Context: an optimization exercise on an open-source flow, tuned for a short achievable clock period and few clock cycles. The choices shown serve that exercise and are no tape-out recipe. Where RTL was checked, it was by simulation tests only, not by an equivalence proof against the original. Power is estimated from default activity; no workload was simulated.

== exp/onyx ==
// LC3
module LC3(reset, clk, mem_addr, mem_wdata, mem_we, mem_rdata);
	input reset, clk;
	output [15:0] mem_addr, mem_wdata;
	output mem_we;
	input [15:0] mem_rdata;
	reg [15:0] R0, R1, R2, R3, R4, R5, R6, R7;
	reg fN, fZ, fP;
	reg [15:0] ma, mw;
	reg we;
	reg fv;                   
	reg [15:0] npc;           
	reg ev;                   
	reg e_setcc;              
	reg e_ld;
	reg [1:0] e_op;           
	reg [2:0] e_dr;
	reg [15:0] e_a, e_b;
	assign mem_addr = ma;
	assign mem_wdata = mw;
	assign mem_we = we;
	wire [15:0] alu;
	wire aN, aZ;
	LC3_alu ualu(.a(e_a), .b(e_b), .op(e_op), .y(alu));
	LC3_nflag unflag(.a(e_a), .b(e_b), .op(e_op), .n(aN));
	LC3_zflag uzflag(.a(e_a), .b(e_b), .op(e_op), .z(aZ));
	wire e_wr = ev & ~e_ld;               
	wire [15:0] ir = mem_rdata;
	wire [3:0] opc = ir[15:12];
	wire i_add = (opc == 4'b0001);
	wire i_and = (opc == 4'b0101);
	wire i_not = (opc == 4'b1001);
	wire i_ld  = (opc == 4'b0010);
	wire i_st  = (opc == 4'b0011);
	wire i_jsr = (opc == 4'b0100);
	wire i_jmp = (opc == 4'b1100);
	wire [15:0] s5 = {{11{ir[4]}}, ir[4:0]};
	wire [15:0] pc1;
	wire [8:0] tlo;
	wire c9;
	wire [6:0] t9_c1, t9_c0, t11_c1, t11_c0;
	LC3_inc uinc(.a(ma), .y(pc1));
	LC3_tadd utadd(.pc(ma), .ir(ir[8:0]), .lo(tlo), .c9(c9));
	LC3_hsel uhsel(.pc(ma), .ir(ir[10:8]), .t9_c1(t9_c1), .t9_c0(t9_c0),
	               .t11_c1(t11_c1), .t11_c0(t11_c0));
	wire [15:0] base, rsv, rsb;
	LC3_rmux urb(.r0(R0), .r1(R1), .r2(R2), .r3(R3), .r4(R4), .r5(R5), .r6(R6), .r7(R7),
	             .idx(ir[8:6]), .y(base));
	LC3_rread urs(.r0(R0), .r1(R1), .r2(R2), .r3(R3), .r4(R4), .r5(R5), .r6(R6), .r7(R7),
	              .idx(ir[11:9]), .fwd(e_wr), .wsel(e_dr), .wval(alu), .y(rsv));
	LC3_rread urt(.r0(R0), .r1(R1), .r2(R2), .r3(R3), .r4(R4), .r5(R5), .r6(R6), .r7(R7),
	              .idx(ir[2:0]), .fwd(e_wr), .wsel(e_dr), .wval(alu), .y(rsb));
	wire [15:0] ra = (e_wr && e_dr == ir[8:6]) ? alu : base;
	wire jstall = e_wr & (e_dr == ir[8:6]);
	wire t9_n1, t9_n0, s_t9, s_t11, s_base, s_pc1, s_npc, s_ma;
	LC3_nsel unsel(.reset(reset), .fv(fv), .opc(opc), .cc(ir[11:9]), .setcc(ev & e_setcc),
	               .aZ(aZ), .fN(fN), .fZ(fZ), .fP(fP), .stall(jstall & i_jmp),
	               .t9_n1(t9_n1), .t9_n0(t9_n0), .s_t11(s_t11), .s_base(s_base),
	               .s_pc1(s_pc1), .s_npc(s_npc), .s_ma(s_ma));
  ...
Settings: LEC_CHECK=0, CAP_MARGIN=20, CORE_MARGIN=2, CORE_UTILIZATION=40, SETUP_SLACK_MARGIN=4.6, SLEW_MARGIN=20, SYNTH_HIERARCHICAL=1, SYNTH_MINIMUM_KEEP_SIZE=0; clock period 7.0 ns.
standard.sh (not shown) runs the stock make flow with config.mk's settings and CLKGATE_MAP_FILE= SYNTH_SCRIPT=/design/flow/synth_recipe.tcl, a recipe that flattens the netlist after the stock synthesis.
==> flow/flow/run.sh <==
#!/bin/bash
# The standard layout (standard.sh: the standard flow's own ORFS run, unchanged synthesis,
# floorplan, power grid, placement, CTS and routing), with one change: the
# buffers ORFS puts on every input and output port are buf_8 instead of the
# smallest buffer, which the later repair does not always upsize.
# make's output goes to standard.log; each ORFS step logs to orfs/logs/.
set -euo pipefail
bash standard.sh 'BUFFER_PORTS_ARGS=-buffer_cell sky130_fd_sc_hd__buf_8' finish > standard.log 2>&1
Testbench counts of exp/onyx, summed over its fixed seeds: cycles 82,095.
Relative to exp/onyx, the following input files were edited for exp/sierra:
-- flow/design.v --
<<< exp/onyx, line 29
endmodule
`timescale 1ns / 1ps
module LC3_nsel(reset, fv, opc, cc, setcc, aZ, fN, fZ, fP, stall,
                t9_n1, t9_n0, s_t11, s_base, s_pc1, s_npc, s_ma);
	input reset;
	input fv;                 
>>> exp/sierra, line 29
endmodule
`timescale 1ns / 1ps
module LC3_nsel(reset, fv, opc, cc, setcc, fN, fZ, fP, stall,
                t9_n1, t9_z1, t9_z0, s_t11, s_base, s_pc1, s_npc, s_ma);
	input reset;
	input fv;                 
<<< exp/onyx, line 36
	input [2:0] cc;           
	input setcc;              
	input aZ;                 
	input fN, fZ, fP;
	input stall;
	output t9_n1, t9_n0, s_t11, s_base, s_pc1, s_npc, s_ma;
	wire f = fv & ~reset;
	wire i_br  = (opc == 4'b0000);
>>> exp/sierra, line 36
	input [2:0] cc;           
	input setcc;              
	input fN, fZ, fP;
	input stall;
	output t9_n1, t9_z1, t9_z0, s_t11, s_base, s_pc1, s_npc, s_ma;
	wire f = fv & ~reset;
	wire i_br  = (opc == 4'b0000);
<<< exp/onyx, line 50
	wire early9 = f & (i_ld | i_st | (i_br & ~setcc & tR));
	assign t9_n1 = early9 | (brE & cc[2]);
	assign t9_n0 = early9 | (brE & (aZ ? cc[1] : cc[0]));
	assign s_pc1 = f & ~(i_ld | i_st | i_jsr | i_jmp);
	assign s_t11 = f & i_jsr;
>>> exp/sierra, line 49
	wire early9 = f & (i_ld | i_st | (i_br & ~setcc & tR));
	assign t9_n1 = early9 | (brE & cc[2]);
	assign t9_z1 = early9 | (brE & cc[1]);
	assign t9_z0 = early9 | (brE & cc[0]);
	assign s_pc1 = f & ~(i_ld | i_st | i_jsr | i_jmp);
	assign s_t11 = f & i_jsr;
<<< exp/onyx, line 57
	assign s_npc = ~fv & ~reset;
endmodule
module LC3_tsel(n, t9_n1, t9_n0, s_t9);
	input n, t9_n1, t9_n0;
	output s_t9;
	assign s_t9 = n ? t9_n1 : t9_n0;
endmodule
`timescale 1ns / 1ps
>>> exp/sierra, line 57
	assign s_npc = ~fv & ~reset;
endmodule
module LC3_tsel(n, z, t9_n1, t9_z1, t9_z0, s_t9);
	input n, z, t9_n1, t9_z1, t9_z0;
	output s_t9;
	assign s_t9 = n ? t9_n1 : z ? t9_z1 : t9_z0;
endmodule
`timescale 1ns / 1ps
<<< exp/onyx, line 269
	wire [15:0] ra = (e_wr && e_dr == ir[8:6]) ? alu : base;
	wire jstall = e_wr & (e_dr == ir[8:6]);
	wire t9_n1, t9_n0, s_t9, s_t11, s_base, s_pc1, s_npc, s_ma;
	LC3_nsel unsel(.reset(reset), .fv(fv), .opc(opc), .cc(ir[11:9]), .setcc(ev & e_setcc),
	               .aZ(aZ), .fN(fN), .fZ(fZ), .fP(fP), .stall(jstall & i_jmp),
	               .t9_n1(t9_n1), .t9_n0(t9_n0), .s_t11(s_t11), .s_base(s_base),
	               .s_pc1(s_pc1), .s_npc(s_npc), .s_ma(s_ma));
	LC3_tsel utsel(.n(aN), .t9_n1(t9_n1), .t9_n0(t9_n0), .s_t9(s_t9));
	wire [8:0] ylo;
	wire [6:0] yhi_c1, yhi_c0, t9hi, yhi;
>>> exp/sierra, line 269
	wire [15:0] ra = (e_wr && e_dr == ir[8:6]) ? alu : base;
	wire jstall = e_wr & (e_dr == ir[8:6]);
	wire t9_n1, t9_z1, t9_z0, s_t9, s_t11, s_base, s_pc1, s_npc, s_ma;
	LC3_nsel unsel(.reset(reset), .fv(fv), .opc(opc), .cc(ir[11:9]), .setcc(ev & e_setcc),
	               .fN(fN), .fZ(fZ), .fP(fP), .stall(jstall & i_jmp),
	               .t9_n1(t9_n1), .t9_z1(t9_z1), .t9_z0(t9_z0), .s_t11(s_t11), .s_base(s_base),
	               .s_pc1(s_pc1), .s_npc(s_npc), .s_ma(s_ma));
	LC3_tsel utsel(.n(aN), .z(aZ), .t9_n1(t9_n1), .t9_z1(t9_z1), .t9_z0(t9_z0), .s_t9(s_t9));
	wire [8:0] ylo;
	wire [6:0] yhi_c1, yhi_c0, t9hi, yhi;
==> notes.md <==
Max area growth from synthesis to layout across exp/onyx and exp/sierra: exp/sierra. A launching instance or port of the critical path of e_b[7] is what exp/onyx shows, while mem_rdata[8] belongs to exp/sierra. exp/onyx reports its cell with the largest stage delay on the worst path as dfxtp_4 while exp/sierra reports a222oi_1. Any difference in synthesized cell count between exp/sierra and exp/onyx is small enough to ignore. | detailed route wirelength on metal3 | lower: exp/sierra |. In exp/sierra the first-pass GRT wire length turned out 550 um lower than in exp/onyx. Cmp exp/sierra vs exp/onyx: count of TritonRoute iterations in the first routing pass lower in exp/sierra. The worst-case register-to-register setup slack in exp/sierra was higher than what exp/onyx gave. exp/sierra vs. exp/onyx: post-CTS repair timing setup buffer count now sits higher; detailed-route wire length per cell now sits lower; final critical-path required period now sits lower; summed area of non-filler cells in the final layout now sits higher. [exp/sierra] worst max-slew margin expressed relative to the limit fell 2.7 points relative to exp/onyx. Compared exp/sierra vs exp/onyx, and wire length is down in exp/sierra. Relative to exp/onyx, the utilization after layout of exp/sierra is higher by 0.58 points.
Testbench counts of exp/sierra, summed over its fixed seeds: cycles 82,095.


The RTL this note starts from:
==> flow/design.v <==
`timescale 1ns / 1ps
module LC3(reset, clk, mem_addr, mem_wdata, mem_we, mem_rdata);
	input reset, clk;
	output [15:0] mem_addr, mem_wdata;
	output mem_we;
	input [15:0] mem_rdata;
	reg [15:0] R [0:7];
	reg fN, fZ, fP;
	reg [15:0] ma, mw;
	reg we;
	reg fv;                   
	reg [15:0] npc;           
	reg ev;                   
	reg e_setcc;              
	reg e_ld;
	reg [1:0] e_op;           
	reg [2:0] e_dr;
	reg [15:0] e_a, e_b;
	assign mem_addr = ma;
	assign mem_wdata = mw;
	assign mem_we = we;
	wire [15:0] alu = (e_op == 2'd0) ? e_a + e_b :
	                  (e_op == 2'd1) ? e_a & e_b :
	                  (e_op == 2'd2) ? ~e_a : e_a;
	wire e_wr = ev & ~e_ld;               
	wire aN = alu[15];
	wire aZ = (alu == 16'd0);
	wire cN = (ev & e_setcc) ? aN : fN;
	wire cZ = (ev & e_setcc) ? aZ : fZ;
	wire cP = (ev & e_setcc) ? (~aN & ~aZ) : fP;
	wire [15:0] ir = mem_rdata;
	wire [3:0] opc = ir[15:12];
	wire i_add = (opc == 4'b0001);
	wire i_and = (opc == 4'b0101);
	wire i_not = (opc == 4'b1001);
	wire i_br  = (opc == 4'b0000);
	wire i_ld  = (opc == 4'b0010);
	wire i_st  = (opc == 4'b0011);
	wire i_jsr = (opc == 4'b0100);
	wire i_jmp = (opc == 4'b1100);
	wire [15:0] s9 = {{7{ir[8]}}, ir[8:0]};
	wire [15:0] s11 = {{5{ir[10]}}, ir[10:0]};
	wire [15:0] s5 = {{11{ir[4]}}, ir[4:0]};
	wire [15:0] pc1 = ma + 16'd1;
	wire [15:0] t9 = pc1 + s9;
	wire [15:0] t11 = pc1 + s11;
	wire taken = (cN & ir[11]) | (cZ & ir[10]) | (cP & ir[9]);
	function [15:0] rd;
		input [2:0] idx;
		begin
			rd = (e_wr && e_dr == idx) ? alu : R[idx];
		end
	endfunction
	wire [15:0] base = rd(ir[8:6]);
	wire [15:0] nfetch = (i_ld | i_st | (i_br & taken)) ? t9 :
	                     i_jsr ? t11 :
	                     i_jmp ? base : pc1;
	integer i;
	always @(posedge clk) begin
		if (reset) begin
			for (i = 0; i < 8; i = i + 1) R[i] <= 16'd0;
			fN <= 1'b0; fZ <= 1'b0; fP <= 1'b0;
			ma <= 16'd0;
			we <= 1'b0;
			fv <= 1'b1;
			ev <= 1'b0;
		end else begin
			if (e_wr) R[e_dr] <= alu;
			if (ev & e_ld) R[e_dr] <= mem_rdata;
			if (ev & e_setcc) begin
				fN <= aN; fZ <= aZ; fP <= ~aN & ~aZ;
			end
			if (ev & e_ld) begin
				fN <= mem_rdata[15];
				fZ <= (mem_rdata == 16'd0);
				fP <= ~mem_rdata[15] & (mem_rdata != 16'd0);
			end
			if (fv) begin
				ma <= nfetch;
				we <= i_st;
				fv <= ~(i_ld | i_st);
				ev <= i_add | i_and | i_not | i_jsr | i_ld;
			end else begin
				ma <= npc;
				we <= 1'b0;
				fv <= 1'b1;
				ev <= 1'b0;
			end
		end
		npc <= pc1;
		mw <= rd(ir[11:9]);
		e_setcc <= i_add | i_and | i_not;
		e_ld <= i_ld;
		e_op <= i_add ? 2'd0 : i_and ? 2'd1 : i_not ? 2'd2 : 2'd3;
		e_dr <= i_jsr ? 3'd7 : ir[11:9];
		e_a <= i_jsr ? pc1 : base;
		e_b <= ir[5] ? s5 : rd(ir[2:0]);
	end
endmodule
clock: 7.0 ns
lec_check: 0
abc_clock_period_in_ps: 2200
cap_margin: 20
core_margin: 2
core_utilization: 40
setup_slack_margin: 4.6
slew_margin: 20
run.sh (not shown) runs the stock make flow with config.mk's settings and CLKGATE_MAP_FILE= SYNTH_SCRIPT=/design/flow/synth_recipe.tcl, a recipe that flattens the netlist after the stock synthesis.
Stock flow here: none of the scripts above is used.
Change:
--- a/flow/design.v
+++ b/flow/design.v
@@ -4,6 +4,25 @@
 	output [15:0] mem_addr, mem_wdata;
 	output mem_we;
 	input [15:0] mem_rdata;
+	function [16:0] ks16;
+		input [15:0] a, b;
+		input cin;
+		reg [15:0] g, p, G, P;
+		integer i, d;
+		begin
+			g = a & b;
+			p = a ^ b;
+			G = g;
+			P = p;
+			G[0] = g[0] | (p[0] & cin);
+			for (d = 1; d < 16; d = d * 2)
+				for (i = 15; i >= d; i = i - 1) begin
+					G[i] = G[i] | (P[i] & G[i-d]);
+					P[i] = P[i] & P[i-d];
+				end
+			ks16 = {G[15], p ^ {G[14:0], cin}};
+		end
+	endfunction
 	reg [15:0] R [0:7];
 	reg fN, fZ, fP;
 	reg [15:0] ma, mw;
@@ -19,12 +38,16 @@
 	assign mem_addr = ma;
 	assign mem_wdata = mw;
 	assign mem_we = we;
-	wire [15:0] alu = (e_op == 2'd0) ? e_a + e_b :
+	wire [16:0] sum = ks16(e_a, e_b, 1'b0);
+	wire [15:0] alu = (e_op == 2'd0) ? sum[15:0] :
 	                  (e_op == 2'd1) ? e_a & e_b :
 	                  (e_op == 2'd2) ? ~e_a : e_a;
 	wire e_wr = ev & ~e_ld;               
+	wire zadd = &((e_a ^ e_b) ~^ {e_a[14:0] | e_b[14:0], 1'b0});
 	wire aN = alu[15];
-	wire aZ = (alu == 16'd0);
+	wire aZ = (e_op == 2'd0) ? zadd :
+	          (e_op == 2'd1) ? ~|(e_a & e_b) :
+	          (e_op == 2'd2) ? &e_a : ~|e_a;
 	wire cN = (ev & e_setcc) ? aN : fN;
 	wire cZ = (ev & e_setcc) ? aZ : fZ;
 	wire cP = (ev & e_setcc) ? (~aN & ~aZ) : fP;
@@ -38,12 +61,19 @@
 	wire i_st  = (opc == 4'b0011);
 	wire i_jsr = (opc == 4'b0100);
 	wire i_jmp = (opc == 4'b1100);
-	wire [15:0] s9 = {{7{ir[8]}}, ir[8:0]};
-	wire [15:0] s11 = {{5{ir[10]}}, ir[10:0]};
 	wire [15:0] s5 = {{11{ir[4]}}, ir[4:0]};
-	wire [15:0] pc1 = ma + 16'd1;
-	wire [15:0] t9 = pc1 + s9;
-	wire [15:0] t11 = pc1 + s11;
+	wire [16:0] pc1x = ks16(ma, 16'd0, 1'b1);
+	wire [15:0] pc1 = pc1x[15:0];
+	wire [16:0] hi_inc = ks16({9'd0, ma[15:9]}, 16'd0, 1'b1);
+	wire [16:0] hi_dec = ks16({9'd0, ma[15:9]}, 16'hffff, 1'b0);
+	wire [16:0] lo9 = ks16({7'd0, ma[8:0]}, {7'd0, ir[8:0]}, 1'b1);
+	wire [6:0] t9hi = (ir[8] == lo9[9]) ? ma[15:9] : lo9[9] ? hi_inc[6:0] : hi_dec[6:0];
+	wire [15:0] t9 = {t9hi, lo9[8:0]};
+	wire [16:0] h5_inc = ks16({11'd0, ma[15:11]}, 16'd0, 1'b1);
+	wire [16:0] h5_dec = ks16({11'd0, ma[15:11]}, 16'hffff, 1'b0);
+	wire [16:0] lo11 = ks16({5'd0, ma[10:0]}, {5'd0, ir[10:0]}, 1'b1);
+	wire [4:0] t11hi = (ir[10] == lo11[11]) ? ma[15:11] : lo11[11] ? h5_inc[4:0] : h5_dec[4:0];
+	wire [15:0] t11 = {t11hi, lo11[10:0]};
 	wire taken = (cN & ir[11]) | (cZ & ir[10]) | (cP & ir[9]);
 	function [15:0] rd;
 		input [2:0] idx;
@@ -52,9 +82,10 @@
 		end
 	endfunction
 	wire [15:0] base = rd(ir[8:6]);
-	wire [15:0] nfetch = (i_ld | i_st | (i_br & taken)) ? t9 :
-	                     i_jsr ? t11 :
-	                     i_jmp ? base : pc1;
+	wire [15:0] nobr = i_jmp ? base :
+	                   i_jsr ? t11 :
+	                   (i_ld | i_st) ? t9 : pc1;
+	wire [15:0] nfetch = (i_br & taken) ? t9 : nobr;
 	integer i;
 	always @(posedge clk) begin
 		if (reset) begin
Effect:
- The changed run finished with timing, DRC and antenna clean
- hold slack degrades by 6.9 ps
- total power goes up by 4.2%
- sequential share of layout area goes down by 0.58 points
- worst setup slack improves by 500 ps
- utilization goes up by 0.24 points
- routed wire length goes up by about 3%
- sequential cell count is unchanged
- sequential power barely changes
- die area goes up by 2.6%
- global-route usage goes down by 0.12 points
- via count goes up by 2.4%
- maximum frequency goes up by about 15%
- clock-buffer cell count goes up by 2
Testbench counts after the change, summed over its fixed seeds: cycles 82,095.
The RTL of the first run of this note was laid out without a check of its function.

-- afterwards: timing with drivers on the ports --
How much do the figures lean on ideal ports? The routed layouts below were timed once more, with nothing changed but the port constraints.
Step 1 sets driving cells, clkbuf_16 on the clock port and buf_2 on the other inputs (assumed; they add their load-dependent delay and slew).
Step 2, shift: input delay + t, output delay - t, t = (earliest + latest rising clock arrival at the registers) / 2. This alone moves slack from input paths to output paths.
Slacks: ideal ports / drivers / drivers and shift; pairs: ideal ports / drivers.
run	shift t [ns]	setup slack, ns	worst register clock-pin slew, ns
exp/onyx	0.602	4.017 / 3.855 / 3.253	0.07 / 0.07
exp/sierra	0.595	4.099 / 3.908 / 3.313	0.07 / 0.07
the first run of note 2	0.585	3.236 / 3.236 / 2.762	0.07 / 0.07
the second run of note 2	0.614	3.738 / 3.745 / 3.131	0.07 / 0.07
After both steps setup and hold are still met in every run listed. For exp/sierra, which loses most, drivers alone change the setup slack by -0.191 ns; drivers and shift together by -0.786 ns.
